Background: an optimization exercise with open tools, aiming at small area and a short achievable clock period. Do not read the settings as production practice.
Function was checked by simulation only, so behaviour that the tests miss may differ from the original.
Power figures rest on the tool's default switching activity, not on a simulated workload.

==> flow/design.v <==
module MAC (
    input  wire [17:0] A,
    input  wire [8:0]  NEG,
    input  wire [8:0]  ONE,
    input  wire [8:0]  TWO,
    input  wire        CSEL,
    input  wire [34:0] ACC_S,
    input  wire [4:0] ACC_C,
    output wire [34:0] P_S,
    output wire [4:0] P_C
    );
    wire pp1, pp2, pp3, pp4, pp5, pp6, pp7, pp8, pp9, pp10, pp11, pp12;
    wire pp13, pp14, pp15, pp16, pp17, pp18, pp19, pp20, pp21, pp22, pp23, pp24;
    wire pp25, pp26, pp27, pp28, pp29, pp30, pp31, pp32, pp33, pp34, pp35, pp36;
    wire pp37, pp38, pp39, pp40, pp41, pp42, pp43, pp44, pp45, pp46, pp47, pp48;
    wire pp49, pp50, pp51, pp52, pp53, pp54, pp55, pp56, pp57, pp58, pp59, pp60;
    wire pp61, pp62, pp63, pp64, pp65, pp66, pp67, pp68, pp69, pp70, pp71, pp72;
    wire pp73, pp74, pp75, pp76, pp77, pp78, pp79, pp80, pp81, pp82, pp83, pp84;
    wire pp85, pp86, pp87, pp88, pp89, pp90, pp91, pp92, pp93, pp94, pp95, pp96;
    wire pp97, pp98, pp99, pp100, pp101, pp102, pp103, pp104, pp105, pp106, pp107, pp108;
    wire pp109, pp110, pp111, pp112, pp113, pp114, pp115, pp116, pp117, pp118, pp119, pp120;
    wire pp121, pp122, pp123, pp124, pp125, pp126, pp127, pp128, pp129, pp130, pp131, pp132;
    wire pp133, pp134, pp135, pp136, pp137, pp138, pp139, pp140, pp141, pp142, pp143, pp144;
    wire pp145, pp146, pp147, pp148, pp149, pp150, pp151, pp152, pp153, pp154, pp155, pp156;
    wire pp157, pp158, pp159, pp160, pp161, pp162, pp163, pp164, pp165, pp166, pp167, pp168;
    wire pp169, pp170, pp171, ac172, ac173, ac174, ac175, ac176, ac177, ac178, ac179, ac180;
    wire ac181, ac182, ac183, ac184, ac185, ac186, ac187, ac188, ac189, ac190, ac191, ac192;
    wire ac193, ac194, ac195, ac196, ac197, ac198, ac199, ac200, ac201, ac202, ac203, ac204;
    wire ac205, ac206, ac207, ac208, ac209, ac210, ac211, s212, c213, s214, c215, s216;
    wire c217, s218, c219, s220, c221, s222, c223, s224, c225, s226, c227, s228;
    wire c229, s230, c231, s232, c233, s234, c235, s236, c237, s238, c239, s240;
    wire c241, s242, c243, s244, c245, s246, c247, s248, c249, s250, c251, s252;
    wire c253, s254, c255, s256, c257, s258, c259, s260, c261, s262, c263, s264;
    wire c265, s266, c267, s268, c269, s270, c271, s272, c273, s274, c275, s276;
    wire c277, s278, c279, s280, c281, s282, c283, s284, c285, s286, c287, s288;
    wire c289, s290, c291, s292, c293, s294, c295, s296, c297, s298, c299, s300;
    wire c301, s302, c303, s304, c305, s306, c307, s308, c309, s310, c311, s312;
    wire c313, s314, c315, s316, c317, s318, c319, s320, c321, s322, c323, s324;
    wire c325, s326, c327, s328, c329, s330, c331, s332, c333, s334, c335, s336;
    wire c337, s338, c339, s340, c341, s342, c343, s344, c345, s346, c347, s348;
    wire c349, s350, c351, s352, c353, s354, c355, s356, c357, s358, c359, s360;
    wire c361, s362, c363, s364, c365, s366, c367, s368, c369, s370, c371, s372;
    wire c373, s374, c375, s376, c377, s378, c379, s380, c381, s382, c383, s384;
    wire c385, s386, c387, s388, c389, s390, c391, s392, c393, s394, c395, s396;
    wire c397, s398, c399, s400, c401, s402, c403, s404, c405, s406, c407, s408;
    wire c409, s410, c411, s412, c413, s414, c415, s416, c417, s418, c419, s420;
    wire c421, s422, c423, s424, c425, s426, c427, s428, c429, s430, c431, s432;
    wire c433, s434, c435, s436, c437, s438, c439, s440, c441, s442, c443, s444;
    wire c445, s446, c447, s448, c449, s450, c451, s452, c453, s454, c455, s456;
    wire c457, s458, c459, s460, c461, s462, c463, s464, c465, s466, c467, s468;
    wire c469, s470, c471, s472, c473, s474, c475, s476, c477, s478, c479, s480;
    wire c481, s482, c483, s484, c485, s486, c487, s488, c489, s490, c491, s492;
    wire c493, s494, c495, s496, c497, s498, c499, s500, c501, s502, c503, s504;
    wire c505, s506, c507, s508, c509, s510, c511, s512, c513, s514, c515, s516;
    wire c517, s518, c519, s520, c521, s522, c523, s524, c525, s526, c527, s528;
    wire c529, s530, c531, s532, c533;
    assign pp1 = (A[0] & ONE[0]) ^ NEG[0];
    assign pp2 = ((A[1] & ONE[0]) | (A[0] & TWO[0])) ^ NEG[0];
    assign pp3 = ((A[2] & ONE[0]) | (A[1] & TWO[0])) ^ NEG[0];
    assign pp4 = ((A[3] & ONE[0]) | (A[2] & TWO[0])) ^ NEG[0];
    assign pp5 = ((A[4] & ONE[0]) | (A[3] & TWO[0])) ^ NEG[0];
    assign pp6 = ((A[5] & ONE[0]) | (A[4] & TWO[0])) ^ NEG[0];
    assign pp7 = ((A[6] & ONE[0]) | (A[5] & TWO[0])) ^ NEG[0];
    assign pp8 = ((A[7] & ONE[0]) | (A[6] & TWO[0])) ^ NEG[0];
    assign pp9 = ((A[8] & ONE[0]) | (A[7] & TWO[0])) ^ NEG[0];
    assign pp10 = ((A[9] & ONE[0]) | (A[8] & TWO[0])) ^ NEG[0];
    assign pp11 = ((A[10] & ONE[0]) | (A[9] & TWO[0])) ^ NEG[0];
    assign pp12 = ((A[11] & ONE[0]) | (A[10] & TWO[0])) ^ NEG[0];
    assign pp13 = ((A[12] & ONE[0]) | (A[11] & TWO[0])) ^ NEG[0];
    assign pp14 = ((A[13] & ONE[0]) | (A[12] & TWO[0])) ^ NEG[0];
    assign pp15 = ((A[14] & ONE[0]) | (A[13] & TWO[0])) ^ NEG[0];
    assign pp16 = ((A[15] & ONE[0]) | (A[14] & TWO[0])) ^ NEG[0];
    assign pp17 = ((A[16] & ONE[0]) | (A[15] & TWO[0])) ^ NEG[0];
    assign pp18 = ((A[17] & ONE[0]) | (A[16] & TWO[0])) ^ NEG[0];
    assign pp19 = ~(((A[17] & ONE[0]) | (A[17] & TWO[0])) ^ NEG[0]);
    assign pp20 = (A[0] & ONE[1]) ^ NEG[1];
    assign pp21 = ((A[1] & ONE[1]) | (A[0] & TWO[1])) ^ NEG[1];
    assign pp22 = ((A[2] & ONE[1]) | (A[1] & TWO[1])) ^ NEG[1];
    assign pp23 = ((A[3] & ONE[1]) | (A[2] & TWO[1])) ^ NEG[1];
    assign pp24 = ((A[4] & ONE[1]) | (A[3] & TWO[1])) ^ NEG[1];
    assign pp25 = ((A[5] & ONE[1]) | (A[4] & TWO[1])) ^ NEG[1];
    assign pp26 = ((A[6] & ONE[1]) | (A[5] & TWO[1])) ^ NEG[1];
    assign pp27 = ((A[7] & ONE[1]) | (A[6] & TWO[1])) ^ NEG[1];
    assign pp28 = ((A[8] & ONE[1]) | (A[7] & TWO[1])) ^ NEG[1];
    assign pp29 = ((A[9] & ONE[1]) | (A[8] & TWO[1])) ^ NEG[1];
    assign pp30 = ((A[10] & ONE[1]) | (A[9] & TWO[1])) ^ NEG[1];
    assign pp31 = ((A[11] & ONE[1]) | (A[10] & TWO[1])) ^ NEG[1];
    assign pp32 = ((A[12] & ONE[1]) | (A[11] & TWO[1])) ^ NEG[1];
    assign pp33 = ((A[13] & ONE[1]) | (A[12] & TWO[1])) ^ NEG[1];
    assign pp34 = ((A[14] & ONE[1]) | (A[13] & TWO[1])) ^ NEG[1];
    assign pp35 = ((A[15] & ONE[1]) | (A[14] & TWO[1])) ^ NEG[1];
    assign pp36 = ((A[16] & ONE[1]) | (A[15] & TWO[1])) ^ NEG[1];
    assign pp37 = ((A[17] & ONE[1]) | (A[16] & TWO[1])) ^ NEG[1];
    assign pp38 = ~(((A[17] & ONE[1]) | (A[17] & TWO[1])) ^ NEG[1]);
    assign pp39 = (A[0] & ONE[2]) ^ NEG[2];
    assign pp40 = ((A[1] & ONE[2]) | (A[0] & TWO[2])) ^ NEG[2];
    assign pp41 = ((A[2] & ONE[2]) | (A[1] & TWO[2])) ^ NEG[2];
    assign pp42 = ((A[3] & ONE[2]) | (A[2] & TWO[2])) ^ NEG[2];
    assign pp43 = ((A[4] & ONE[2]) | (A[3] & TWO[2])) ^ NEG[2];
    assign pp44 = ((A[5] & ONE[2]) | (A[4] & TWO[2])) ^ NEG[2];
    assign pp45 = ((A[6] & ONE[2]) | (A[5] & TWO[2])) ^ NEG[2];
    assign pp46 = ((A[7] & ONE[2]) | (A[6] & TWO[2])) ^ NEG[2];
    assign pp47 = ((A[8] & ONE[2]) | (A[7] & TWO[2])) ^ NEG[2];
    assign pp48 = ((A[9] & ONE[2]) | (A[8] & TWO[2])) ^ NEG[2];
    assign pp49 = ((A[10] & ONE[2]) | (A[9] & TWO[2])) ^ NEG[2];
    assign pp50 = ((A[11] & ONE[2]) | (A[10] & TWO[2])) ^ NEG[2];
    assign pp51 = ((A[12] & ONE[2]) | (A[11] & TWO[2])) ^ NEG[2];
    assign pp52 = ((A[13] & ONE[2]) | (A[12] & TWO[2])) ^ NEG[2];
    assign pp53 = ((A[14] & ONE[2]) | (A[13] & TWO[2])) ^ NEG[2];
    assign pp54 = ((A[15] & ONE[2]) | (A[14] & TWO[2])) ^ NEG[2];
    assign pp55 = ((A[16] & ONE[2]) | (A[15] & TWO[2])) ^ NEG[2];
    assign pp56 = ((A[17] & ONE[2]) | (A[16] & TWO[2])) ^ NEG[2];
    assign pp57 = ~(((A[17] & ONE[2]) | (A[17] & TWO[2])) ^ NEG[2]);
    assign pp58 = (A[0] & ONE[3]) ^ NEG[3];
    assign pp59 = ((A[1] & ONE[3]) | (A[0] & TWO[3])) ^ NEG[3];
    assign pp60 = ((A[2] & ONE[3]) | (A[1] & TWO[3])) ^ NEG[3];
    assign pp61 = ((A[3] & ONE[3]) | (A[2] & TWO[3])) ^ NEG[3];
    assign pp62 = ((A[4] & ONE[3]) | (A[3] & TWO[3])) ^ NEG[3];
    assign pp63 = ((A[5] & ONE[3]) | (A[4] & TWO[3])) ^ NEG[3];
    assign pp64 = ((A[6] & ONE[3]) | (A[5] & TWO[3])) ^ NEG[3];
    assign pp65 = ((A[7] & ONE[3]) | (A[6] & TWO[3])) ^ NEG[3];
    assign pp66 = ((A[8] & ONE[3]) | (A[7] & TWO[3])) ^ NEG[3];
    assign pp67 = ((A[9] & ONE[3]) | (A[8] & TWO[3])) ^ NEG[3];
    assign pp68 = ((A[10] & ONE[3]) | (A[9] & TWO[3])) ^ NEG[3];
    assign pp69 = ((A[11] & ONE[3]) | (A[10] & TWO[3])) ^ NEG[3];
    assign pp70 = ((A[12] & ONE[3]) | (A[11] & TWO[3])) ^ NEG[3];
    assign pp71 = ((A[13] & ONE[3]) | (A[12] & TWO[3])) ^ NEG[3];
    assign pp72 = ((A[14] & ONE[3]) | (A[13] & TWO[3])) ^ NEG[3];
    assign pp73 = ((A[15] & ONE[3]) | (A[14] & TWO[3])) ^ NEG[3];
    assign pp74 = ((A[16] & ONE[3]) | (A[15] & TWO[3])) ^ NEG[3];
    assign pp75 = ((A[17] & ONE[3]) | (A[16] & TWO[3])) ^ NEG[3];
    assign pp76 = ~(((A[17] & ONE[3]) | (A[17] & TWO[3])) ^ NEG[3]);
    assign pp77 = (A[0] & ONE[4]) ^ NEG[4];
    assign pp78 = ((A[1] & ONE[4]) | (A[0] & TWO[4])) ^ NEG[4];
    assign pp79 = ((A[2] & ONE[4]) | (A[1] & TWO[4])) ^ NEG[4];
    assign pp80 = ((A[3] & ONE[4]) | (A[2] & TWO[4])) ^ NEG[4];
    assign pp81 = ((A[4] & ONE[4]) | (A[3] & TWO[4])) ^ NEG[4];
    assign pp82 = ((A[5] & ONE[4]) | (A[4] & TWO[4])) ^ NEG[4];
    assign pp83 = ((A[6] & ONE[4]) | (A[5] & TWO[4])) ^ NEG[4];
    assign pp84 = ((A[7] & ONE[4]) | (A[6] & TWO[4])) ^ NEG[4];
    assign pp85 = ((A[8] & ONE[4]) | (A[7] & TWO[4])) ^ NEG[4];
    assign pp86 = ((A[9] & ONE[4]) | (A[8] & TWO[4])) ^ NEG[4];
    assign pp87 = ((A[10] & ONE[4]) | (A[9] & TWO[4])) ^ NEG[4];
    assign pp88 = ((A[11] & ONE[4]) | (A[10] & TWO[4])) ^ NEG[4];
    assign pp89 = ((A[12] & ONE[4]) | (A[11] & TWO[4])) ^ NEG[4];
    assign pp90 = ((A[13] & ONE[4]) | (A[12] & TWO[4])) ^ NEG[4];
    assign pp91 = ((A[14] & ONE[4]) | (A[13] & TWO[4])) ^ NEG[4];
    assign pp92 = ((A[15] & ONE[4]) | (A[14] & TWO[4])) ^ NEG[4];
    assign pp93 = ((A[16] & ONE[4]) | (A[15] & TWO[4])) ^ NEG[4];
    assign pp94 = ((A[17] & ONE[4]) | (A[16] & TWO[4])) ^ NEG[4];
    assign pp95 = ~(((A[17] & ONE[4]) | (A[17] & TWO[4])) ^ NEG[4]);
    assign pp96 = (A[0] & ONE[5]) ^ NEG[5];
    assign pp97 = ((A[1] & ONE[5]) | (A[0] & TWO[5])) ^ NEG[5];
    assign pp98 = ((A[2] & ONE[5]) | (A[1] & TWO[5])) ^ NEG[5];
    assign pp99 = ((A[3] & ONE[5]) | (A[2] & TWO[5])) ^ NEG[5];
    assign pp100 = ((A[4] & ONE[5]) | (A[3] & TWO[5])) ^ NEG[5];
    assign pp101 = ((A[5] & ONE[5]) | (A[4] & TWO[5])) ^ NEG[5];
    assign pp102 = ((A[6] & ONE[5]) | (A[5] & TWO[5])) ^ NEG[5];
    assign pp103 = ((A[7] & ONE[5]) | (A[6] & TWO[5])) ^ NEG[5];
    assign pp104 = ((A[8] & ONE[5]) | (A[7] & TWO[5])) ^ NEG[5];
    assign pp105 = ((A[9] & ONE[5]) | (A[8] & TWO[5])) ^ NEG[5];
    assign pp106 = ((A[10] & ONE[5]) | (A[9] & TWO[5])) ^ NEG[5];
    assign pp107 = ((A[11] & ONE[5]) | (A[10] & TWO[5])) ^ NEG[5];
    assign pp108 = ((A[12] & ONE[5]) | (A[11] & TWO[5])) ^ NEG[5];
    assign pp109 = ((A[13] & ONE[5]) | (A[12] & TWO[5])) ^ NEG[5];
    assign pp110 = ((A[14] & ONE[5]) | (A[13] & TWO[5])) ^ NEG[5];
    assign pp111 = ((A[15] & ONE[5]) | (A[14] & TWO[5])) ^ NEG[5];
    assign pp112 = ((A[16] & ONE[5]) | (A[15] & TWO[5])) ^ NEG[5];
    assign pp113 = ((A[17] & ONE[5]) | (A[16] & TWO[5])) ^ NEG[5];
    assign pp114 = ~(((A[17] & ONE[5]) | (A[17] & TWO[5])) ^ NEG[5]);
    assign pp115 = (A[0] & ONE[6]) ^ NEG[6];
    assign pp116 = ((A[1] & ONE[6]) | (A[0] & TWO[6])) ^ NEG[6];
    assign pp117 = ((A[2] & ONE[6]) | (A[1] & TWO[6])) ^ NEG[6];
    assign pp118 = ((A[3] & ONE[6]) | (A[2] & TWO[6])) ^ NEG[6];
    assign pp119 = ((A[4] & ONE[6]) | (A[3] & TWO[6])) ^ NEG[6];
    assign pp120 = ((A[5] & ONE[6]) | (A[4] & TWO[6])) ^ NEG[6];
    assign pp121 = ((A[6] & ONE[6]) | (A[5] & TWO[6])) ^ NEG[6];
    assign pp122 = ((A[7] & ONE[6]) | (A[6] & TWO[6])) ^ NEG[6];
    assign pp123 = ((A[8] & ONE[6]) | (A[7] & TWO[6])) ^ NEG[6];
    assign pp124 = ((A[9] & ONE[6]) | (A[8] & TWO[6])) ^ NEG[6];
    assign pp125 = ((A[10] & ONE[6]) | (A[9] & TWO[6])) ^ NEG[6];
    assign pp126 = ((A[11] & ONE[6]) | (A[10] & TWO[6])) ^ NEG[6];
    assign pp127 = ((A[12] & ONE[6]) | (A[11] & TWO[6])) ^ NEG[6];
    assign pp128 = ((A[13] & ONE[6]) | (A[12] & TWO[6])) ^ NEG[6];
    assign pp129 = ((A[14] & ONE[6]) | (A[13] & TWO[6])) ^ NEG[6];
    assign pp130 = ((A[15] & ONE[6]) | (A[14] & TWO[6])) ^ NEG[6];
    assign pp131 = ((A[16] & ONE[6]) | (A[15] & TWO[6])) ^ NEG[6];
    assign pp132 = ((A[17] & ONE[6]) | (A[16] & TWO[6])) ^ NEG[6];
    assign pp133 = ~(((A[17] & ONE[6]) | (A[17] & TWO[6])) ^ NEG[6]);
    assign pp134 = (A[0] & ONE[7]) ^ NEG[7];
    assign pp135 = ((A[1] & ONE[7]) | (A[0] & TWO[7])) ^ NEG[7];
    assign pp136 = ((A[2] & ONE[7]) | (A[1] & TWO[7])) ^ NEG[7];
    assign pp137 = ((A[3] & ONE[7]) | (A[2] & TWO[7])) ^ NEG[7];
    assign pp138 = ((A[4] & ONE[7]) | (A[3] & TWO[7])) ^ NEG[7];
    assign pp139 = ((A[5] & ONE[7]) | (A[4] & TWO[7])) ^ NEG[7];
    assign pp140 = ((A[6] & ONE[7]) | (A[5] & TWO[7])) ^ NEG[7];
    assign pp141 = ((A[7] & ONE[7]) | (A[6] & TWO[7])) ^ NEG[7];
    assign pp142 = ((A[8] & ONE[7]) | (A[7] & TWO[7])) ^ NEG[7];
    assign pp143 = ((A[9] & ONE[7]) | (A[8] & TWO[7])) ^ NEG[7];
    assign pp144 = ((A[10] & ONE[7]) | (A[9] & TWO[7])) ^ NEG[7];
    assign pp145 = ((A[11] & ONE[7]) | (A[10] & TWO[7])) ^ NEG[7];
    assign pp146 = ((A[12] & ONE[7]) | (A[11] & TWO[7])) ^ NEG[7];
    assign pp147 = ((A[13] & ONE[7]) | (A[12] & TWO[7])) ^ NEG[7];
    assign pp148 = ((A[14] & ONE[7]) | (A[13] & TWO[7])) ^ NEG[7];
    assign pp149 = ((A[15] & ONE[7]) | (A[14] & TWO[7])) ^ NEG[7];
    assign pp150 = ((A[16] & ONE[7]) | (A[15] & TWO[7])) ^ NEG[7];
    assign pp151 = ((A[17] & ONE[7]) | (A[16] & TWO[7])) ^ NEG[7];
    assign pp152 = ~(((A[17] & ONE[7]) | (A[17] & TWO[7])) ^ NEG[7]);
    assign pp153 = (A[0] & ONE[8]) ^ NEG[8];
    assign pp154 = ((A[1] & ONE[8]) | (A[0] & TWO[8])) ^ NEG[8];
    assign pp155 = ((A[2] & ONE[8]) | (A[1] & TWO[8])) ^ NEG[8];
    assign pp156 = ((A[3] & ONE[8]) | (A[2] & TWO[8])) ^ NEG[8];
    assign pp157 = ((A[4] & ONE[8]) | (A[3] & TWO[8])) ^ NEG[8];
    assign pp158 = ((A[5] & ONE[8]) | (A[4] & TWO[8])) ^ NEG[8];
    assign pp159 = ((A[6] & ONE[8]) | (A[5] & TWO[8])) ^ NEG[8];
    assign pp160 = ((A[7] & ONE[8]) | (A[6] & TWO[8])) ^ NEG[8];
    assign pp161 = ((A[8] & ONE[8]) | (A[7] & TWO[8])) ^ NEG[8];
    assign pp162 = ((A[9] & ONE[8]) | (A[8] & TWO[8])) ^ NEG[8];
    assign pp163 = ((A[10] & ONE[8]) | (A[9] & TWO[8])) ^ NEG[8];
    assign pp164 = ((A[11] & ONE[8]) | (A[10] & TWO[8])) ^ NEG[8];
    assign pp165 = ((A[12] & ONE[8]) | (A[11] & TWO[8])) ^ NEG[8];
    assign pp166 = ((A[13] & ONE[8]) | (A[12] & TWO[8])) ^ NEG[8];
    assign pp167 = ((A[14] & ONE[8]) | (A[13] & TWO[8])) ^ NEG[8];
    assign pp168 = ((A[15] & ONE[8]) | (A[14] & TWO[8])) ^ NEG[8];
    assign pp169 = ((A[16] & ONE[8]) | (A[15] & TWO[8])) ^ NEG[8];
    assign pp170 = ((A[17] & ONE[8]) | (A[16] & TWO[8])) ^ NEG[8];
    assign pp171 = ~(((A[17] & ONE[8]) | (A[17] & TWO[8])) ^ NEG[8]);
    assign ac172 = ACC_S[0] & CSEL;
    assign ac173 = ACC_S[1] & CSEL;
    assign ac174 = ACC_S[2] & CSEL;
    assign ac175 = ACC_S[3] & CSEL;
    assign ac176 = ACC_S[4] & CSEL;
    assign ac177 = ACC_S[5] & CSEL;
    assign ac178 = ACC_S[6] & CSEL;
    assign ac179 = ACC_S[7] & CSEL;
    assign ac180 = ACC_S[8] & CSEL;
    assign ac181 = ACC_S[9] & CSEL;
    assign ac182 = ACC_S[10] & CSEL;
    assign ac183 = ACC_S[11] & CSEL;
    assign ac184 = ACC_S[12] & CSEL;
    assign ac185 = ACC_S[13] & CSEL;
    assign ac186 = ACC_S[14] & CSEL;
    assign ac187 = ACC_S[15] & CSEL;
    assign ac188 = ACC_S[16] & CSEL;
    assign ac189 = ACC_S[17] & CSEL;
    assign ac190 = ACC_S[18] & CSEL;
    assign ac191 = ACC_S[19] & CSEL;
    assign ac192 = ACC_S[20] & CSEL;
    assign ac193 = ACC_S[21] & CSEL;
    assign ac194 = ACC_S[22] & CSEL;
    assign ac195 = ACC_S[23] & CSEL;
    assign ac196 = ACC_S[24] & CSEL;
    assign ac197 = ACC_S[25] & CSEL;
    assign ac198 = ACC_S[26] & CSEL;
    assign ac199 = ACC_S[27] & CSEL;
    assign ac200 = ACC_S[28] & CSEL;
    assign ac201 = ACC_S[29] & CSEL;
    assign ac202 = ACC_S[30] & CSEL;
    assign ac203 = ACC_S[31] & CSEL;
    assign ac204 = ACC_S[32] & CSEL;
    assign ac205 = ACC_S[33] & CSEL;
    assign ac206 = ACC_S[34] & CSEL;
    assign ac207 = ACC_C[0] & CSEL;
    assign ac208 = ACC_C[1] & CSEL;
    assign ac209 = ACC_C[2] & CSEL;
    assign ac210 = ACC_C[3] & CSEL;
    assign ac211 = ACC_C[4] & CSEL;
    FA us212 (.a(NEG[1]), .b(pp3), .ci(pp20), .s(s212), .co(c213));
    FA us214 (.a(pp4), .b(pp21), .ci(ac175), .s(s214), .co(c215));
    FA us216 (.a(NEG[2]), .b(pp5), .ci(pp22), .s(s216), .co(c217));
    FA us218 (.a(pp39), .b(ac176), .ci(c215), .s(s218), .co(c219));
    FA us220 (.a(pp6), .b(pp23), .ci(pp40), .s(s220), .co(c221));
    FA us222 (.a(ac177), .b(c217), .ci(s220), .s(s222), .co(c223));
    FA us224 (.a(NEG[3]), .b(pp7), .ci(pp24), .s(s224), .co(c225));
    FA us226 (.a(pp41), .b(pp58), .ci(ac178), .s(s226), .co(c227));
    FA us228 (.a(c221), .b(s224), .ci(s226), .s(s228), .co(c229));
    FA us230 (.a(pp8), .b(pp25), .ci(pp42), .s(s230), .co(c231));
    FA us232 (.a(pp59), .b(ac179), .ci(c225), .s(s232), .co(c233));
    FA us234 (.a(c227), .b(s230), .ci(c229), .s(s234), .co(c235));
    FA us236 (.a(NEG[4]), .b(pp9), .ci(pp26), .s(s236), .co(c237));
    FA us238 (.a(pp43), .b(pp60), .ci(pp77), .s(s238), .co(c239));
    FA us240 (.a(ac180), .b(c231), .ci(s236), .s(s240), .co(c241));
    FA us242 (.a(s238), .b(c233), .ci(s240), .s(s242), .co(c243));
    FA us244 (.a(pp10), .b(pp27), .ci(pp44), .s(s244), .co(c245));
    FA us246 (.a(pp61), .b(pp78), .ci(ac181), .s(s246), .co(c247));
    FA us248 (.a(c237), .b(c239), .ci(s244), .s(s248), .co(c249));
    FA us250 (.a(s246), .b(c241), .ci(s248), .s(s250), .co(c251));
    FA us252 (.a(NEG[5]), .b(pp11), .ci(pp28), .s(s252), .co(c253));
    FA us254 (.a(pp45), .b(pp62), .ci(pp79), .s(s254), .co(c255));
    FA us256 (.a(pp96), .b(ac182), .ci(c245), .s(s256), .co(c257));
    FA us258 (.a(c247), .b(s252), .ci(s254), .s(s258), .co(c259));
    FA us260 (.a(c249), .b(s256), .ci(s258), .s(s260), .co(c261));
    FA us262 (.a(pp12), .b(pp29), .ci(pp46), .s(s262), .co(c263));
    FA us264 (.a(pp63), .b(pp80), .ci(pp97), .s(s264), .co(c265));
    FA us266 (.a(ac183), .b(c253), .ci(c255), .s(s266), .co(c267));
    FA us268 (.a(s262), .b(s264), .ci(c257), .s(s268), .co(c269));
    FA us270 (.a(c259), .b(s266), .ci(s268), .s(s270), .co(c271));
    FA us272 (.a(NEG[6]), .b(pp13), .ci(pp30), .s(s272), .co(c273));
    FA us274 (.a(pp47), .b(pp64), .ci(pp81), .s(s274), .co(c275));
    FA us276 (.a(pp98), .b(pp115), .ci(ac184), .s(s276), .co(c277));
    FA us278 (.a(c263), .b(c265), .ci(s272), .s(s278), .co(c279));
    FA us280 (.a(s274), .b(s276), .ci(c267), .s(s280), .co(c281));
    FA us282 (.a(s278), .b(c269), .ci(s280), .s(s282), .co(c283));
    FA us284 (.a(pp14), .b(pp31), .ci(pp48), .s(s284), .co(c285));
    FA us286 (.a(pp65), .b(pp82), .ci(pp99), .s(s286), .co(c287));
    FA us288 (.a(pp116), .b(ac185), .ci(c273), .s(s288), .co(c289));
    FA us290 (.a(c275), .b(c277), .ci(s284), .s(s290), .co(c291));
    FA us292 (.a(s286), .b(c279), .ci(s288), .s(s292), .co(c293));
    FA us294 (.a(s290), .b(c281), .ci(s292), .s(s294), .co(c295));
    FA us296 (.a(NEG[7]), .b(pp15), .ci(pp32), .s(s296), .co(c297));
    FA us298 (.a(pp49), .b(pp66), .ci(pp83), .s(s298), .co(c299));
    FA us300 (.a(pp100), .b(pp117), .ci(pp134), .s(s300), .co(c301));
    FA us302 (.a(ac186), .b(c285), .ci(c287), .s(s302), .co(c303));
    FA us304 (.a(s296), .b(s298), .ci(s300), .s(s304), .co(c305));
    FA us306 (.a(c289), .b(c291), .ci(s302), .s(s306), .co(c307));
    FA us308 (.a(s304), .b(c293), .ci(s306), .s(s308), .co(c309));
    FA us310 (.a(pp16), .b(pp33), .ci(pp50), .s(s310), .co(c311));
    FA us312 (.a(pp67), .b(pp84), .ci(pp101), .s(s312), .co(c313));
    FA us314 (.a(pp118), .b(pp135), .ci(ac187), .s(s314), .co(c315));
    FA us316 (.a(c297), .b(c299), .ci(c301), .s(s316), .co(c317));
    FA us318 (.a(s310), .b(s312), .ci(s314), .s(s318), .co(c319));
    FA us320 (.a(c303), .b(c305), .ci(s316), .s(s320), .co(c321));
    FA us322 (.a(s318), .b(c307), .ci(s320), .s(s322), .co(c323));
    FA us324 (.a(NEG[8]), .b(pp17), .ci(pp34), .s(s324), .co(c325));
    FA us326 (.a(pp51), .b(pp68), .ci(pp85), .s(s326), .co(c327));
    FA us328 (.a(pp102), .b(pp119), .ci(pp136), .s(s328), .co(c329));
    FA us330 (.a(pp153), .b(ac188), .ci(c311), .s(s330), .co(c331));
    FA us332 (.a(c313), .b(c315), .ci(s324), .s(s332), .co(c333));
    FA us334 (.a(s326), .b(s328), .ci(c317), .s(s334), .co(c335));
    FA us336 (.a(c319), .b(s330), .ci(s332), .s(s336), .co(c337));
    FA us338 (.a(c321), .b(s334), .ci(s336), .s(s338), .co(c339));
    FA us340 (.a(pp18), .b(pp35), .ci(pp52), .s(s340), .co(c341));
    FA us342 (.a(pp69), .b(pp86), .ci(pp103), .s(s342), .co(c343));
    FA us344 (.a(pp120), .b(pp137), .ci(pp154), .s(s344), .co(c345));
    FA us346 (.a(ac189), .b(c325), .ci(c327), .s(s346), .co(c347));
    FA us348 (.a(c329), .b(s340), .ci(s342), .s(s348), .co(c349));
    FA us350 (.a(s344), .b(c331), .ci(c333), .s(s350), .co(c351));
    FA us352 (.a(s346), .b(s348), .ci(c335), .s(s352), .co(c353));
    FA us354 (.a(c337), .b(s350), .ci(s352), .s(s354), .co(c355));
    assign s356 = ~(pp19 ^ pp36);
    assign c357 = pp19 | pp36;
    FA us358 (.a(pp53), .b(pp70), .ci(pp87), .s(s358), .co(c359));
    FA us360 (.a(pp104), .b(pp121), .ci(pp138), .s(s360), .co(c361));
    FA us362 (.a(pp155), .b(ac190), .ci(c341), .s(s362), .co(c363));
    FA us364 (.a(c343), .b(c345), .ci(s356), .s(s364), .co(c365));
    FA us366 (.a(s358), .b(s360), .ci(c347), .s(s366), .co(c367));
    FA us368 (.a(c349), .b(s362), .ci(s364), .s(s368), .co(c369));
    FA us370 (.a(c351), .b(s366), .ci(c353), .s(s370), .co(c371));
    FA us372 (.a(s368), .b(c355), .ci(s370), .s(s372), .co(c373));
    assign s374 = ~(pp37 ^ pp54);
    assign c375 = pp37 | pp54;
    FA us376 (.a(pp71), .b(pp88), .ci(pp105), .s(s376), .co(c377));
    FA us378 (.a(pp122), .b(pp139), .ci(pp156), .s(s378), .co(c379));
    FA us380 (.a(ac191), .b(c357), .ci(c359), .s(s380), .co(c381));
    FA us382 (.a(c361), .b(s374), .ci(s376), .s(s382), .co(c383));
    FA us384 (.a(s378), .b(c363), .ci(c365), .s(s384), .co(c385));
    FA us386 (.a(s380), .b(s382), .ci(c367), .s(s386), .co(c387));
    FA us388 (.a(c369), .b(s384), .ci(s386), .s(s388), .co(c389));
    HA us390 (.a(c371), .b(s388), .s(s390), .co(c391));
    FA us392 (.a(pp38), .b(pp55), .ci(pp72), .s(s392), .co(c393));
    FA us394 (.a(pp89), .b(pp106), .ci(pp123), .s(s394), .co(c395));
    FA us396 (.a(pp140), .b(pp157), .ci(ac192), .s(s396), .co(c397));
    FA us398 (.a(c375), .b(c377), .ci(c379), .s(s398), .co(c399));
    FA us400 (.a(s392), .b(s394), .ci(s396), .s(s400), .co(c401));
    FA us402 (.a(c381), .b(c383), .ci(s398), .s(s402), .co(c403));
    FA us404 (.a(s400), .b(c385), .ci(s402), .s(s404), .co(c405));
    FA us406 (.a(c387), .b(s404), .ci(c389), .s(s406), .co(c407));
    assign s408 = ~(pp56 ^ pp73);
    assign c409 = pp56 | pp73;
    FA us410 (.a(pp90), .b(pp107), .ci(pp124), .s(s410), .co(c411));
    FA us412 (.a(pp141), .b(pp158), .ci(ac193), .s(s412), .co(c413));
    FA us414 (.a(c393), .b(c395), .ci(c397), .s(s414), .co(c415));
    FA us416 (.a(s408), .b(s410), .ci(s412), .s(s416), .co(c417));
    FA us418 (.a(c399), .b(c401), .ci(s414), .s(s418), .co(c419));
    FA us420 (.a(s416), .b(c403), .ci(s418), .s(s420), .co(c421));
    HA us422 (.a(c405), .b(s420), .s(s422), .co(c423));
    FA us424 (.a(pp57), .b(pp74), .ci(pp91), .s(s424), .co(c425));
    FA us426 (.a(pp108), .b(pp125), .ci(pp142), .s(s426), .co(c427));
    FA us428 (.a(pp159), .b(ac194), .ci(c409), .s(s428), .co(c429));
    FA us430 (.a(c411), .b(c413), .ci(s424), .s(s430), .co(c431));
    FA us432 (.a(s426), .b(c415), .ci(c417), .s(s432), .co(c433));
    FA us434 (.a(s428), .b(s430), .ci(c419), .s(s434), .co(c435));
    FA us436 (.a(s432), .b(c421), .ci(s434), .s(s436), .co(c437));
    assign s438 = ~(pp75 ^ pp92);
    assign c439 = pp75 | pp92;
    FA us440 (.a(pp109), .b(pp126), .ci(pp143), .s(s440), .co(c441));
    FA us442 (.a(pp160), .b(ac195), .ci(c425), .s(s442), .co(c443));
    FA us444 (.a(c427), .b(s438), .ci(s440), .s(s444), .co(c445));
    FA us446 (.a(c429), .b(c431), .ci(s442), .s(s446), .co(c447));
    FA us448 (.a(s444), .b(c433), .ci(s446), .s(s448), .co(c449));
    HA us450 (.a(c435), .b(s448), .s(s450), .co(c451));
    FA us452 (.a(pp76), .b(pp93), .ci(pp110), .s(s452), .co(c453));
    FA us454 (.a(pp127), .b(pp144), .ci(pp161), .s(s454), .co(c455));
    FA us456 (.a(ac196), .b(c439), .ci(c441), .s(s456), .co(c457));
    FA us458 (.a(s452), .b(s454), .ci(c443), .s(s458), .co(c459));
    FA us460 (.a(c445), .b(s456), .ci(c447), .s(s460), .co(c461));
    FA us462 (.a(s458), .b(c449), .ci(s460), .s(s462), .co(c463));
    assign s464 = ~(pp94 ^ pp111);
    assign c465 = pp94 | pp111;
    FA us466 (.a(pp128), .b(pp145), .ci(pp162), .s(s466), .co(c467));
    FA us468 (.a(ac197), .b(c453), .ci(c455), .s(s468), .co(c469));
    FA us470 (.a(s464), .b(s466), .ci(c457), .s(s470), .co(c471));
    FA us472 (.a(s468), .b(c459), .ci(s470), .s(s472), .co(c473));
    HA us474 (.a(c461), .b(s472), .s(s474), .co(c475));
    FA us476 (.a(pp95), .b(pp112), .ci(pp129), .s(s476), .co(c477));
    FA us478 (.a(pp146), .b(pp163), .ci(ac198), .s(s478), .co(c479));
    FA us480 (.a(c465), .b(c467), .ci(s476), .s(s480), .co(c481));
    FA us482 (.a(s478), .b(c469), .ci(s480), .s(s482), .co(c483));
    FA us484 (.a(c471), .b(s482), .ci(c473), .s(s484), .co(c485));
    assign s486 = ~(pp113 ^ pp130);
    assign c487 = pp113 | pp130;
    FA us488 (.a(pp147), .b(pp164), .ci(ac199), .s(s488), .co(c489));
    FA us490 (.a(c477), .b(c479), .ci(s486), .s(s490), .co(c491));
    FA us492 (.a(s488), .b(c481), .ci(s490), .s(s492), .co(c493));
    HA us494 (.a(c483), .b(s492), .s(s494), .co(c495));
    FA us496 (.a(pp114), .b(pp131), .ci(pp148), .s(s496), .co(c497));
    FA us498 (.a(pp165), .b(ac200), .ci(c487), .s(s498), .co(c499));
    FA us500 (.a(c489), .b(s496), .ci(c491), .s(s500), .co(c501));
    FA us502 (.a(s498), .b(c493), .ci(s500), .s(s502), .co(c503));
    assign s504 = ~(pp132 ^ pp149);
    assign c505 = pp132 | pp149;
    FA us506 (.a(pp166), .b(ac201), .ci(c497), .s(s506), .co(c507));
    FA us508 (.a(s504), .b(c499), .ci(s506), .s(s508), .co(c509));
    HA us510 (.a(c501), .b(s508), .s(s510), .co(c511));
    FA us512 (.a(pp133), .b(pp150), .ci(pp167), .s(s512), .co(c513));
    FA us514 (.a(ac202), .b(c505), .ci(s512), .s(s514), .co(c515));
    FA us516 (.a(c507), .b(s514), .ci(c509), .s(s516), .co(c517));
    assign s518 = ~(pp151 ^ pp168);
    assign c519 = pp151 | pp168;
    FA us520 (.a(ac203), .b(c513), .ci(s518), .s(s520), .co(c521));
    HA us522 (.a(c515), .b(s520), .s(s522), .co(c523));
    FA us524 (.a(pp152), .b(pp169), .ci(ac204), .s(s524), .co(c525));
    FA us526 (.a(c519), .b(s524), .ci(c521), .s(s526), .co(c527));
    assign s528 = ~(pp170 ^ ac205);
    assign c529 = pp170 | ac205;
    HA us530 (.a(c525), .b(s528), .s(s530), .co(c531));
    FA us532 (.a(pp171), .b(ac206), .ci(c529), .s(s532), .co(c533));
    wire [34:0] X = {c531, c527, c523, c517, c511, c503, c495, c485, c475, c463, c451, c437, c423, c407, c391, c373, s372, c339, c323, c309, c295, c283, c271, c261, c251, c243, c235, s232, c223, c219, s216, c213, ac174, pp2, pp1};
    wire [34:0] Y = {s532, s530, s526, s522, s516, s510, s502, s494, s484, s474, s462, s450, s436, s422, s406, s390, 1'b0, s354, s338, s322, s308, s294, s282, s270, s260, s250, s242, s234, s228, s222, s218, s214, s212, ac173, ac172};
    assign {P_C[0], P_S[10:0]} = {1'b0, X[10:0]} + {1'b0, Y[10:0]} + NEG[0];
    assign {P_C[1], P_S[16:11]} = {1'b0, X[16:11]} + {1'b0, Y[16:11]} + ac207;
    assign {P_C[2], P_S[20:17]} = {1'b0, X[20:17]} + {1'b0, Y[20:17]} + ac208;
    assign {P_C[3], P_S[24:21]} = {1'b0, X[24:21]} + {1'b0, Y[24:21]} + ac209;
    assign {P_C[4], P_S[28:25]} = {1'b0, X[28:25]} + {1'b0, Y[28:25]} + ac210;
    assign P_S[34:29] = X[34:29] + Y[34:29] + ac211;
endmodule
module MACRES (
    input  wire [34:0] S,
    input  wire [4:0] C,
    output wire [17:0] R
    );
    wire [34:0] cv = {1'b0, 1'b0, 1'b0, 1'b0, 1'b0, C[4], 1'b0, 1'b0, 1'b0, C[3], 1'b0, 1'b0, 1'b0, C[2], 1'b0, 1'b0, 1'b0, C[1], 1'b0, 1'b0, 1'b0, 1'b0, 1'b0, C[0], 1'b0, 1'b0, 1'b0, 1'b0, 1'b0, 1'b0, 1'b0, 1'b0, 1'b0, 1'b0, 1'b0};
    wire [34:0] p = S + cv;
    assign R = p[34:17];
endmodule
module FA (input wire a, input wire b, input wire ci, output wire s, output wire co);
    assign s = a ^ b ^ ci;
    assign co = (a & b) | (a & ci) | (b & ci);
endmodule
module HA (input wire a, input wire b, output wire s, output wire co);
    assign s = a ^ b;
    assign co = a & b;
endmodule
`timescale 1ns / 1ps
module dly # (
    parameter integer DATA_WIDTH = 18,
    parameter integer CYC_DLY = 1
)
(
    input wire clk,
    input wire [DATA_WIDTH-1:0] din,
    output wire [DATA_WIDTH-1:0] dout
    );
    reg [DATA_WIDTH-1:0] dlys [CYC_DLY-1:0];
    always @ (posedge clk)
        dlys[0] <= din;
    genvar i;
    generate
    for(i = 1; i < CYC_DLY; i = i + 1)
    begin : stage
        always @ (posedge clk)
            dlys[i] <= dlys[i-1];
    end
    endgenerate
    assign dout = dlys[CYC_DLY-1];
endmodule
`timescale 1ns / 1ps
module node(
    input wire clk,
    input wire rstn,
    input wire [17:0] ain,
    input wire vin,
    input wire [17:0] bin,
    input wire csel,
    output wire [17:0] aout,
    output wire vout,
    output wire [17:0] res
    );
    reg [17:0] bufa;
    reg v;
    assign aout = bufa;
    assign vout = v;
    always @ (posedge clk)
    begin
        if(1'b0 == rstn)
        begin
            bufa <= 18'd0;
            v <= 1'b0;
        end
        else
        begin
            bufa <= ain;
            v <= vin;
        end
    end
    wire [18:0] bx = {bin, 1'b0};
    wire [8:0] neg_d, one_d, two_d;
    genvar k;
    generate
    for(k = 0; k < 9; k = k + 1)
    begin : rec
        assign one_d[k] = bx[2*k+1] ^ bx[2*k];
        assign two_d[k] = (bx[2*k+2] & ~bx[2*k+1] & ~bx[2*k]) |
                          (~bx[2*k+2] & bx[2*k+1] & bx[2*k]);
        assign neg_d[k] = bx[2*k+2] & ~(bx[2*k+1] & bx[2*k]);
    end
    endgenerate
    reg [8:0] bneg, bone, btwo;
    always @ (posedge clk)
    begin
        bneg <= neg_d & {9{rstn & vin}};
        bone <= one_d;
        btwo <= two_d;
    end
    reg [34:0] p_s;
    reg [4:0] p_c;
    wire [34:0] n_s;
    wire [4:0] n_c;
    MAC dspcore (
        .A(bufa),
        .NEG(bneg),
        .ONE(bone),
        .TWO(btwo),
        .CSEL(csel),
        .ACC_S(p_s),
        .ACC_C(p_c),
        .P_S(n_s),
        .P_C(n_c)
    );
    always @ (posedge clk)
    begin
        p_s <= n_s;
        p_c <= n_c;
    end
    MACRES resadd (
        .S(p_s),
        .C(p_c),
        .R(res)
    );
endmodule
`timescale 1ns / 1ps
module mesh # (
    parameter integer IDX_WIDTH_FOR_NODES = 3,
    parameter integer NUM_NODES = 2 ** IDX_WIDTH_FOR_NODES
)
(
    input clk,
    input rstn,
    input [17:0] init,
    input [1:0] asel,
    input [NUM_NODES-1:0] csels,
    input [IDX_WIDTH_FOR_NODES-1:0] ressel,
    input [1:0] dinsel,
    input [18*NUM_NODES-1:0] mbram_dout,
    input [17:0] vbram0_dout,
    input [17:0] vbram1_dout,
    output [17:0] vbram0_din,
    output [17:0] vbram1_din
    );
    wire [17:0] bdly [NUM_NODES-1:0];
    assign bdly[0] = mbram_dout[17:0];
    genvar i;
    generate
    for(i = 1; i < NUM_NODES; i = i + 1)
    begin : lane
        dly # (
            .DATA_WIDTH(18),
            .CYC_DLY(i)
        ) dly_inst (
            .clk(clk),
            .din(mbram_dout[18*i +: 18]),
            .dout(bdly[i])
        );
    end
    endgenerate
    wire [17:0] ress [NUM_NODES-1:0];
    wire [17:0] aout2in [NUM_NODES:0];
    wire [NUM_NODES:0] v2in;
    wire [17:0] vbram_dout_selected = asel[0] ? vbram1_dout : vbram0_dout;
    assign aout2in[0] = asel[1] ? init : vbram_dout_selected;
    assign v2in[0] = 1'b1;
    generate
    for(i = 0; i < NUM_NODES; i = i + 1)
    begin : nd
        node node_in_mesh (
            .clk(clk),
            .rstn(rstn),
            .ain(aout2in[i]),
            .vin(v2in[i]),
            .bin(bdly[i]),
            .csel(csels[i]),
            .aout(aout2in[i+1]),
            .vout(v2in[i+1]),
            .res(ress[i])
        );
    end
    endgenerate
    reg [17:0] res_bufs [NUM_NODES-1:0];
    generate
    for(i = 0; i < NUM_NODES; i = i + 1)
    begin : rb
        always @ (posedge clk)
            res_bufs[i] <= ress[i];
    end
    endgenerate
    wire [17:0] res_selected = res_bufs[ressel];
    assign vbram0_din = dinsel[0] ? vbram1_dout : res_selected;
    assign vbram1_din = dinsel[1] ? vbram0_dout : res_selected;
endmodule
==> flow/run.sh <==
#!/bin/bash
# synth_recipe.tcl (not shown) runs the flow's synth.tcl, then flattens the netlist and writes it again
# the make line also repeats each setting of config.mk as NAME=value (left out here)
make -C /OpenROAD-flow-scripts/flow DESIGN_CONFIG=/design/flow/config.mk WORK_HOME=/design/flow/orfs CLKGATE_MAP_FILE= SYNTH_SCRIPT=/design/flow/synth_recipe.tcl finish
==> flow/config.mk <==
export PLATFORM = sky130hd
export DESIGN_NAME = mesh
export DESIGN_NICKNAME = mesh
export VERILOG_FILES = /design/flow/design.v
export SDC_FILE = /design/flow/constraint.sdc
export NUM_CORES = 4
export LEC_CHECK = 0
export ABC_CLOCK_PERIOD_IN_PS = 4000
export CAP_MARGIN = 20
export CORE_MARGIN = 2
export CORE_UTILIZATION = 40
export PLACE_DENSITY = 0.6
export SETUP_SLACK_MARGIN = 2.8
export SLEW_MARGIN = 20
export SYNTH_HIERARCHICAL = 1
export SYNTH_MINIMUM_KEEP_SIZE = 0
==> flow/constraint.sdc <==
create_clock -name core_clock -period 7.0 [get_ports {clk}]
set_input_delay 1.4000 -clock core_clock [delete_from_list [all_inputs] [get_ports {clk}]]
set_output_delay 1.4000 -clock core_clock [all_outputs]
set_load 0.01 [all_outputs]
==> impl_metrics.json <==
{
  "clockBufferDepth": 3,
  "wl_per_cell_um": 23.03,
  "grt_pass1_vias": 74260,
  "overflow": 0,
  "worstPathRequired_ps": 5600,
  "power_leakage_nw": 48.09,
  "r2r_start": "nd[6].node_in_mesh.bufa[6]",
  "maxSlewViolCount": 0,
  "cts_root_buffer": "clkbuf_16",
  "final-hold-violation-count": 0,
  "ir_drop_v": 0.0002906,
  "dpl.cell_count": 11850,
  "power_density_nw_per_um2": 275.6,
  "synth_cells": 8975,
  "status": "finished clean",
  "drc_errors": 0,
  "tightestPinTransition_ps": 906.5,
  "postRouteWirelength_um": 293300,
  "period_share": 0.6128,
  "io_buffers": 250,
  "ant_nets": 0,
  "drive_gt1_frac": 0.2719,
  "slew_headroom": 0.3957,
  "first_pass_iters": 6,
  "drt-initial-drc-count": 6492,
  "route.vias.total": 70830,
  "post-dp-hpwl_um": 201100,
  "skew_ps": 57.78,
  "finalWorstSetupSlack_ps": 2711,
  "grt_max_degree": 84,
  "finalSetupTns_ps": 0,
  "clk_pin_slew_ps": 60,
  "whs_endpoint": "lane[7].dly_inst.dlys[6][7]",
  "path_max_fanout": 6,
  "fmax_mhz": 233.1,
  "reg2reg_to": "nd[6].node_in_mesh.p_c[3]",
  "criticalPathCategory": "primary input to output port",
  "synth.avg_cell_area_um2": 10.98,
  "holdBufCountCts": 0,
  "vias_per_cell": 5.562,
  "syn_to_final_growth_pct": 21.54,
  "final_cells": 12730,
  "pin_count": 251,
  "cpMaxStageDelayCell": "o31ai_4",
  "crit_path_end_kind": "output port",
  "rows": 182,
  "cts_made_buffers": 154,
  "h-tree-depth": 4,
  "setup_viol": 0,
  "cts_tree": "done",
  "path_cells": "buf_16 -> buf_16 -> buf_8 -> mux2i_1 -> o22ai_1 -> a21oi_2 -> buf_6 -> o31ai_4 -> buf_2",
  "die_h_um": 500.3,
  "final.min_clock_period_ps": 4289,
  "cp.arrival_ps": 2890,
  "rsz0062_at_grt": "true",
  "synth_area_um2": 98510,
  "ff2ff_setup_slack_ps": 2770,
  "critPathMostFrequentCell": "buf_16",
  "die_w_um": 500.3,
  "start_util": 0.4013,
  "multiInputGateArea_um2": 71200,
  "critPathLaunchType": "primary input",
  "seq_area_um2": 27710,
  "clock-sinks": 1335,
  "antenna_found_initial": 14,
  "ys_warn_count": 24,
  "report.power.total_mw": 32.99,
  "worstHoldPathCells": 0,
  "gp_congestion": 0.9199,
  "place_ws_ps": 775.6,
  "grt_use_total": 0.2293,
  "hold_class": "register to register",
  "core_um2": 245500,
  "drv_cap": 0,
  "layout.nets": 11280,
  "grt_pass1_wl_um": 447700,
  "slowest_delay_ps": 300,
  "hold_path_startpoint": "lane[7].dly_inst.dlys[5][7]",
  "final.fill_count": 21780,
  "clk_latency_ps": 860,
  "die_area_um2": 250300,
  "reg2reg_depth": 14
}
-- registers in the layout, indices dropped and copies added, names as in the netlist --
signal and cells:
lane.dly_inst.dlys 504, nd.node_in_mesh.p_s 280, nd.node_in_mesh.bufa 144, res_bufs 144, nd.node_in_mesh.bneg 72, nd.node_in_mesh.bone 72, nd.node_in_mesh.btwo 72, nd.node_in_mesh.p_c 40
nd.node_in_mesh.v 7
-- metrics by stage --
step           utilization  hold slack, ps  area [µm²]
2_1_floorplan            -           309.6      100200
3_3_place_gp        0.4260           309.5      104600
3_5_place_dp        0.4260           312.1      104600
4_1_cts             0.4731           298.3      116100
5_1_grt             0.4877           308.7      119700
6_report            0.4877           304.5      119700
-- power breakdown --
group / switching, mW / internal, mW / total [mW] / leakage, nW
combinational: 7.05 / 6.82 / 13.9 / 34.2
sequential: 1.58 / 9.15 / 10.7 / 11.3
clock: 3.65 / 4.74 / 8.40 / 2.57
total: 12.3 / 20.7 / 33.0 / 48.1
-- worst max path at each step --
stage,cells after the start,endpoint,slack [ps],startpoint
after floorplan,13,nd[0].node_in_mesh.p_c[3],2300,csels[0]
after global placement,6,vbram1_din[16],810,ressel[0]
after detailed placement,6,vbram1_din[16],780,ressel[0]
after CTS,8,vbram0_din[12],2700,ressel[1]
after global routing,14,nd[6].node_in_mesh.p_c[3],2670,nd[6].node_in_mesh.bufa[6]
final,9,vbram0_din[12],2710,ressel[1]
-- cells in the final DEF (no fill, tap or decap), drive strengths merged, types with 16 or more instances in the layout --
cell	count
a21oi	169
o21bai	48
inv	316
ha	456
nand3	40
clkdlybuf4s50	199
and2	424
clkinv	50
xnor2	1360
nand3b	16
and3	17
o211ai	16
o21ai	138
nand4	80
nor3	25
nor2b	17
fa	1232
a22oi	1224
clkbuf	198
nor2	75
mux2i	74
buf	841
nand2b	73
nand2	287
a221oi	16
clkinvlp	16
a31oi	24
dfxtp	1335
o22ai	63
nor3b	81
a21o	136
o31ai	44
xor2	336
-- critical path, delay by kind of cell --
kind / cells / cell delay, ps
AO/OA/AOI/OAI: 3 / 610
multiplexers: 1 / 100
buffers and inverters: 5 / 750
-- routing by layer --
layer / wire length [µm] / track usage / vias to the layer above
li1: - / - / 31190
met1: 118900 / 0.2934 / 35750
met2: 139800 / 0.3841 / 3090
met3: 20530 / 0.03955 / 787
met4: 13940 / 0.09161 / 10
met5: 69 / 0 / -
-- layout make-up --
cell class	count	area share
clock buffers	189	0.03454
well taps	3220	0.03365
diodes	3	0.00006270
multi-input cells	6537	0.5947
repair buffers	1056	0.08595
inverters	296	0.009343
clock inverters	97	0.01027
flip-flops and latches	1335	0.2315
-- timing repair --
action,in CTS,in global routing
pin swaps,133,272
setup endpoints to repair,226,114
gates cloned,11,5
setup buffers,368,214
resized for setup,1257,414

==> separate check: timing with driven ports <==
How much do the figures lean on ideal ports? The routed layout below was timed once more, with nothing changed but the port constraints.
Step 1 sets driving cells, clkbuf_16 on the clock port and buf_2 on the other inputs (assumed; they add their load-dependent delay and slew).
Step 2 adds t to the input delays and takes it off the output delays; t is the mean of the earliest and latest rising clock arrival at the registers after step 1. Input paths then give back, and output paths get back, about the clock's delay inside the block.
a / b / c = ideal / step 1 / step 2; a / b = the first two.
t (ns): 0.925
setup slack, ns: 2.711 / 2.386 / 1.920
worst hold slack (ns): 0.304 / 0.304 / 0.304
slew at the worst register clock pin (ns): 0.07 / 0.07
After both steps setup and hold are still met in this run. For this run, drivers alone change the setup slack by -0.325 ns; drivers and shift together by -0.791 ns.
